This is an optimization exercise on Yosys and OpenROAD, whose aim is small area and a short achievable clock period, not a production implementation.
In this exercise RTL edits were held to simulation tests only and were not proved equivalent to the original.
No activity file was given, so power comes from the tool's default toggle rates.

==> flow/design.v, too long to show whole: its modules and the start of the top module <==
// module alu_operations_five: 2806 lines
// module alu_fa: 4 lines
// module alu_ha: 4 lines
// module alu_a21o: 3 lines
// module alu_a221o: 3 lines
// module alu_and2: 3 lines
// module alu_and3: 3 lines
// module alu_inv: 3 lines
// module alu_nand2: 3 lines
// module alu_nand3: 3 lines
// module alu_nor2: 3 lines
// module alu_o22ai: 3 lines
// module alu_xnor2: 3 lines
// module alu_xor2: 3 lines
module alu_operations_five (
    input  clk,
    input  rst_n,
    input  load,
    input  signed [31:0]  ID_EX_A,
    input  signed [31:0]  ID_EX_B,
    input  signed [5:0]   opcode,
    output reg signed [31:0] ALU_result
);
  // ...
==> flow/flow/run.sh <==
#!/bin/bash
set -euo pipefail
bash standard.sh BUFFER_PORTS_ARGS="-buffer_cell sky130_fd_sc_hd__buf_1" finish > standard.log 2>&1
==> flow/standard.sh <==
#!/bin/bash
# synth_recipe.tcl (not shown) runs the flow's synth.tcl, then flattens the netlist and writes it again
# the make line also repeats each setting of config.mk as NAME=value (left out here)
make -C /OpenROAD-flow-scripts/flow DESIGN_CONFIG=/design/flow/config.mk WORK_HOME=/design/flow/orfs CLKGATE_MAP_FILE= SYNTH_SCRIPT=/design/flow/synth_recipe.tcl "${@:-finish}"
==> flow/config.mk <==
export PLATFORM = sky130hd
export DESIGN_NAME = alu_operations_five
export DESIGN_NICKNAME = alu_operations_five
export VERILOG_FILES = /design/flow/design.v
export SDC_FILE = /design/flow/constraint.sdc
export NUM_CORES = 4
export LEC_CHECK = 0
export CAP_MARGIN = 20
export CORE_MARGIN = 2
export CORE_UTILIZATION = 40
export CTS_BUF_LIST = sky130_fd_sc_hd__clkbuf_4 sky130_fd_sc_hd__clkbuf_8
export SETUP_SLACK_MARGIN = 4.25
export SLEW_MARGIN = 20
export SYNTH_HIERARCHICAL = 1
==> flow/constraint.sdc <==
create_clock -name core_clock -period 8.5 [get_ports {clk}]
set_input_delay 1.7000 -clock core_clock [delete_from_list [all_inputs] [get_ports {clk}]]
set_output_delay 1.7000 -clock core_clock [all_outputs]
set_load 0.01 [all_outputs]
==> tab_implementation.tex, run 1 <==
\begin{tabular}{lr}
\hline
Metric & Value \\
\hline
\multicolumn{2}{l}{\textbf{Timing}} \\
Time the worst path needs with I/O delays and setup & 4.30 ns \\
Worst slew margin relative to its limit & 0.322 \\
Final Worst Setup Slack & 4.20 ns \\
Clock skew after layout & 0.0205 ns \\
\multicolumn{2}{l}{\textbf{Floorplan}} \\
Floorplan Core Area & 0.0419 sq mm \\
Total die area & 0.0440 sq mm \\
Boundary pin count & 105 \\
\multicolumn{2}{l}{\textbf{Worst setup path}} \\
Endpoint of the worst register-to-register path & ALU\_result[0] \\
Launching point of the worst reg2reg path & q0[26] \\
\multicolumn{2}{l}{\textbf{Global route}} \\
Pin count of the biggest net entering global routing & 73 \\
Met2 track demand over resource in global routing & 0.407 \\
Number of antenna violations at the first check in global routing & 1 \\
Vias in the first global route & between 10000 and 15000 \\
Met3 GRT Util & 0.0528 \\
\multicolumn{2}{l}{\textbf{Cells and area}} \\
Inverter count of the layout excluding clock inverters & 35 \\
Layout Area Growth over Synthesis & 17.4\% \\
Fraction of area in non-clock buffers & 0.0473 \\
Final instance area & approximately 0.02 sq mm \\
Multi-input gate share of total cell area & 0.679 \\
Register share of the cell area & 0.212 \\
Fraction of final layout cells with drive strength greater than 1 & 0.128 \\
\multicolumn{2}{l}{\textbf{Power and ir drop}} \\
Fraction of power spent switching nets & 0.462 \\
P\_int & 2.77 mW \\
Power per cell area & 259 mW/mm\^{}2 \\
Dominant power group & combinational logic \\
\multicolumn{2}{l}{\textbf{Synthesis}} \\
Synth warn & 7 \\
Yosys top cell by area & sky130\_fd\_sc\_hd\_\_fa\_1 \\
Sequential share of the synthesized area & 0.249 \\
EDFF count, synth & 112 \\
Fraction of synthesized cell area in xor and xnor cells & 0.209 \\
Share of the synthesized area in the top cell type & 0.248 \\
\multicolumn{2}{l}{\textbf{Run status}} \\
Result of the run & no timing/DRC/antenna violations \\
\multicolumn{2}{l}{\textbf{Routing}} \\
Routed met3 length & 5480 um \\
Top Layer Used & met4 \\
Detailed-routing iteration count for the pre-antenna-repair pass & 6 \\
\multicolumn{2}{l}{\textbf{Clocking}} \\
CTS Sinks & 146 \\
Buffer depth of the longest clock path & 2 \\
CTS H-tree depth & 4 \\
CTS tree & built \\
\multicolumn{2}{l}{\textbf{Worst hold path}} \\
Worst hold path cell count & 2 \\
\hline
\end{tabular}
==> run 2: changes to the inputs <==
--- a/flow/config.mk
+++ b/flow/config.mk
@@ -10,5 +10,5 @@
 export CORE_UTILIZATION = 40
 export CTS_BUF_LIST = sky130_fd_sc_hd__clkbuf_4 sky130_fd_sc_hd__clkbuf_8
-export SETUP_SLACK_MARGIN = 4.25
+export SETUP_SLACK_MARGIN = 4.1
 export SLEW_MARGIN = 20
 export SYNTH_HIERARCHICAL = 1
==> run 2 against run 1 <==
Against the previous run: total power decreased by 1.8%; non-clock buffer count is 11 lower; first-iteration DRC count rose by 1.3%; design area is 1.9% lower; global-route usage is 0.49 points higher; critical path type unchanged; register-to-register slack lost 0.07 ns; worst setup slack lost 0.11 ns; hold slack got worse by 0.0029 ns; clock power is 5.0% higher; via count up 0.47%; clock-buffer cell count increased by 2.
==> tab_implementation.tex, run 2 <==
\begin{tabular}{lr}
\hline
Metric & Value \\
\hline
\multicolumn{2}{l}{\textbf{Cells and area}} \\
Area used by sequential logic in the layout & approximately 0.0042 sq mm \\
Count of filler cells inserted in the layout & 3894 \\
Fin cells & 2197 \\
Total area of multi-input combinational cells & 0.0133 sq mm \\
Final instance area & 0.0195 sq mm (-1.9\%) \\
Final core utilization & 0.466 \\
Fraction of final layout cells with drive strength greater than 1 & 0.109 (-0.0185) \\
Nets & 1995 \\
Top Registers & ALU\_result x32, q0 x32, q1 x32 \\
Layout Area Growth over Synthesis & 15.1\% \\
Most common cell after layout, fill and taps aside & sky130\_fd\_sc\_hd\_\_xor2\_1 \\
Top library cells by usage in the layout, fill and taps aside & 358 x sky130\_fd\_sc\_hd\_\_xor2\_1, 255 x sky130\_fd\_sc\_hd\_\_o22ai\_1, 210 x sky130\_fd\_sc\_hd\_\_fa\_1, 124 x sky130\_fd\_sc\_hd\_\_a21o\_1, 112 x sky130\_fd\_sc\_hd\_\_edfxtp\_1 \\
Antenna Diode Count & 0 \\
\multicolumn{2}{l}{\textbf{Synthesis}} \\
Most numerous cell in the Yosys netlist & sky130\_fd\_sc\_hd\_\_xor2\_1 \\
Cells taking the most area after synthesis & sky130\_fd\_sc\_hd\_\_fa\_1 25\%, sky130\_fd\_sc\_hd\_\_edfxtp\_1 20\%, sky130\_fd\_sc\_hd\_\_xor2\_1 19\% \\
Share of synthesized registers carrying an async set or reset & 0.233 \\
Mapped cell area & between 0.015 and 0.02 sq mm \\
Post-Syn Area per Cell & 11.3 sq um \\
Yosys top cell by area & sky130\_fd\_sc\_hd\_\_fa\_1 \\
Total of flip-flops plus latches after synthesis & 146 \\
Top cell types by occurrence after synthesis & 360 x sky130\_fd\_sc\_hd\_\_xor2\_1, 257 x sky130\_fd\_sc\_hd\_\_o22ai\_1, 210 x sky130\_fd\_sc\_hd\_\_fa\_1 \\
Top FF cell, synth & sky130\_fd\_sc\_hd\_\_edfxtp\_1 \\
Share of the synthesized area in the top cell type & 0.248 (unchanged) \\
Cell variety after synth & 30 \\
Sequential share of the synthesized area & 0.249 (unchanged) \\
Synth warn & 7 (unchanged) \\
EDFF count, synth & 112 (unchanged) \\
Post-Syn Instances & around 1500 \\
\multicolumn{2}{l}{\textbf{Timing}} \\
Timing-limited maximum frequency & 226 MHz \\
Final sum of negative setup slack & 0 ns \\
Hold Violations, Final & 0 \\
Setup repair after global routing missed its margin & true \\
Tightest Pin Transition & 1.02 ns \\
Ratio of final minimum period to clock period & 0.520 \\
Worst slew margin relative to its limit & 0.318 (-0.00357) \\
Time the worst path needs with I/O delays and setup & 4.42 ns (+0.113 ns) \\
Number of max-slew violations in the final report & 0 \\
Final setup violation count & 0 \\
Clock skew after layout & 0.0157 ns (-0.00488 ns) \\
\multicolumn{2}{l}{\textbf{Global route}} \\
Met2 track demand over resource in global routing & 0.416 (+0.00871) \\
Pin count of the biggest net entering global routing & 75 (+2.7\%) \\
Vias in the first global route & 13987 (+1.8\%) \\
Global route total overflow & 0 \\
Total GRT Usage & 0.271 \\
Met3 GRT Util & 0.0612 (+0.00838) \\
Met1 usage & 0.372 \\
Number of antenna violations at the first check in global routing & 0 (-1) \\
Most heavily used metal layer in global routing & met2 \\
First-pass GRT wire length & 89100 um \\
\multicolumn{2}{l}{\textbf{Clocking}} \\
Clock Tree Root & sky130\_fd\_sc\_hd\_\_clkbuf\_8 \\
CTS H-tree depth & 4 (unchanged) \\
Number of buffers added by the clock tree synthesis step & 17 \\
Hold\_buf cts & 0 \\
Clock network latency to the later pin of the worst-skew pair & 0.53 ns \\
Buffer depth of the longest clock path & 2 (unchanged) \\
CTS tree & built \\
CTS Sinks & 146 (unchanged) \\
Clock Pin Slew Worst Setup and Hold Paths & 0.09 ns \\
\multicolumn{2}{l}{\textbf{Worst setup path}} \\
Critical-path maximum fanout & 35 \\
WS Path Type & primary input to register \\
Worst reg2reg setup slack & 4.45 ns \\
Launching point of the worst reg2reg path & q0[26] \\
Delay of the slowest cell on the worst path & 0.57 ns \\
Data required, critical path & approximately 8.8 ns \\
Arrival time of data at the critical path endpoint & 4.69 ns \\
Cell with the most instances on the worst path & sky130\_fd\_sc\_hd\_\_fa\_1 \\
Worst r2r path cells & 13 \\
Endpoint of the worst register-to-register path & ALU\_result[0] \\
Crit-path cells & clkbuf\_16 -> buf\_16 -> and3\_2 -> xor2\_1 -> fa\_1 -> fa\_1 -> fa\_1 -> a221o\_1 \\
Cell family with most CP delay & adder cells \\
Slowest cell on the critical path & sky130\_fd\_sc\_hd\_\_and3\_2 \\
Kind of start point of the critical path & primary input \\
Combined buffer and inverter count along the critical path & 2 \\
Endpoint kind of the worst setup timing path & register \\
\multicolumn{2}{l}{\textbf{Routing}} \\
Vias post-DR & 13854 \\
Average vias per placed instance & 6.31 \\
Remaining DRCs & 0 \\
Detailed-route wire length & 58700 um \\
Post-detailed-route wirelength per cell & between 20 and 30 um \\
Number of nets still failing antenna checks after routing & 0 \\
Drt first-iter violations & 1525 \\
Detailed-routing iteration count for the pre-antenna-repair pass & 6 (unchanged) \\
\multicolumn{2}{l}{\textbf{Floorplan}} \\
Die Span Y & 210 um \\
Total die area & 0.0440 sq mm (unchanged) \\
Count of standard-cell rows & 75 \\
Boundary pin count & 105 (unchanged) \\
Floorplan Core Area & 0.0419 sq mm (unchanged) \\
Effective utilization at floorplan & 0.405 \\
Die W & around 210 um \\
\multicolumn{2}{l}{\textbf{Run status}} \\
Result of the run & no timing/DRC/antenna violations \\
\multicolumn{2}{l}{\textbf{Power and ir drop}} \\
P\_int & 2.79 mW (+0.76\%) \\
Fraction of power spent switching nets & 0.448 (-0.0139) \\
Sequential Power Share & 0.221 \\
Maximum resistive drop on vdd & 296 uV \\
Clock share of power & 0.125 \\
Pwr Total & 5.05 mW \\
Switching power summed over all nets & 2.27 mW \\
Portion of total power attributed to combinational logic & 0.654 \\
Power per cell area & 259 mW/mm\^{}2 (+0.16\%) \\
LEAKAGE & roughly 9.3 nW \\
\multicolumn{2}{l}{\textbf{Worst hold path}} \\
Endpoint, Worst Hold & ALU\_result[23] \\
Worst hold path cell count & 2 (unchanged) \\
Worst min path class & register to register \\
Launch instance of the worst min-delay path & ALU\_result[23] \\
\multicolumn{2}{l}{\textbf{Place}} \\
Placement Cell Area & 0.0182 sq mm \\
Port-buffer cells & 104 \\
Placer congestion estimate & 0.929 \\
Total placed cells including tap cells & 2141 \\
Dpl hpwl & 40100 um \\
\multicolumn{2}{l}{\textbf{Job}} \\
Total of max-cap violations & 0 \\
\hline
\end{tabular}
[run 2: cell counts after synthesis]
No cell type changed its count.
[run 2: power groups by stage]
stage	sequential, mW	clock (mW)	combinational (mW)
finish	1.11	0.633	3.31
global route	1.14	0.677	3.67
CTS	1.12	0.653	3.28
detailed placement	1.13	0	3.22
global placement	1.13	0	3.16
floorplan	1.12	0	2.25
[run 2: area by class of cell]
class                      count  share of cell area
tap                          539              0.0346
timing repair buffer         131              0.0385
sequential                   146               0.216
inverter                      35             0.00712
clock buffer                  19              0.0131
multi-input combinational   1314               0.681
clock inverter                13             0.00930
[run 2: layer usage]
| layer | up-vias | wire, um |
|---|---|---|
| met1 | 7049 | 24200 |
| met4 | 0 | 2420 |
| met5 | - | 0 |
| met3 | 165 | 5580 |
| met2 | 787 | 26500 |
| li1 | 5853 | - |
[run 2: repair_timing]
| item | in CTS | in global routing |
|---|---|---|
| resized for setup | 100 | 38 |
| pin swaps | 7 | 2 |
| setup buffers | 3 | 8 |
| gates cloned | 11 | 2 |
| endpoints found under the setup margin | 102 | 42 |
[run 2: per-stage QoR]
step                      setup WS (ns)  hold WS [ns]
after detailed placement           2.44         0.501
after CTS                          4.12         0.514
after floorplan                    4.11         0.532
final                              4.08         0.509
after global placement             2.50         0.497
after global routing               4.07         0.533
[run 2: cell families after synthesis]
logic type,Yosys count,synth area share
buffers and inverters,47,0.0131
DFF,146,0.249
other,1,0.000221
AOI/OAI and AO/OA,451,0.181
and+or+nand+nor,169,0.0516
adders and majority gates,277,0.297
xor gates and xnor gates,404,0.209
[run 2: Yosys stat by module (local to each module, per instance), a selection]
module,copies in the design,cell area [sq um]
alu_fa,210,20.0
alu_a221o,32,10.0
alu_xor2,360,8.76
alu_a21o,124,7.51
alu_and3,24,6.26
alu_nor2,16,3.75
[run 2: how the worst max path moves through the flow]
stage	start	endpoint	cells after the start
after floorplan	ID_EX_B[7]	q0[22]	7
after CTS	opcode[0]	q0[9]	9
after detailed placement	opcode[2]	q0[22]	9
after global placement	opcode[2]	q0[23]	9
after global routing	opcode[2]	q1[15]	9
final	opcode[2]	q0[20]	8
[run 2: worst reg2reg max path, stage by stage, from the launching register on]
cell and delay, ns:
sky130_fd_sc_hd__edfxtp_1 0.40, sky130_fd_sc_hd__fa_1 0.58, sky130_fd_sc_hd__fa_1 0.44, sky130_fd_sc_hd__fa_1 0.45
sky130_fd_sc_hd__ha_1 0.33, sky130_fd_sc_hd__and2_1 0.18, sky130_fd_sc_hd__a21o_1 0.19, sky130_fd_sc_hd__a21o_1 0.15
sky130_fd_sc_hd__a21o_1 0.14, sky130_fd_sc_hd__a21o_1 0.18, sky130_fd_sc_hd__a21o_1 0.17, sky130_fd_sc_hd__xor2_1 0.37
sky130_fd_sc_hd__o2111ai_1 0.19, sky130_fd_sc_hd__a41oi_1 0.20

port drivers added, routing unchanged:
No port has a modelled driver above. Below, the same layouts with a new extraction and two added sets of constraints.
Step 1: set_driving_cell puts a clkbuf_16 on clk and a buf_2 on each other input, an assumption about the parent block.
Step 2, shift: input delay + t, output delay - t, t = (earliest + latest rising clock arrival at the registers) / 2. This alone moves slack from input paths to output paths.
Slacks: ideal / step 1 / step 2; pairs: ideal / step 1.
run	t (ns)	slack for setup (ns)	cell pins on the clock port's net
run 1	0.585	4.197 / 4.018 / 3.434	1
run 2	0.573	4.084 / 4.065 / 3.492	1
After both steps every run listed still meets setup and hold. The setup slack of run 1, which loses most, moves by -0.179 ns with the drivers and by -0.763 ns with both steps.
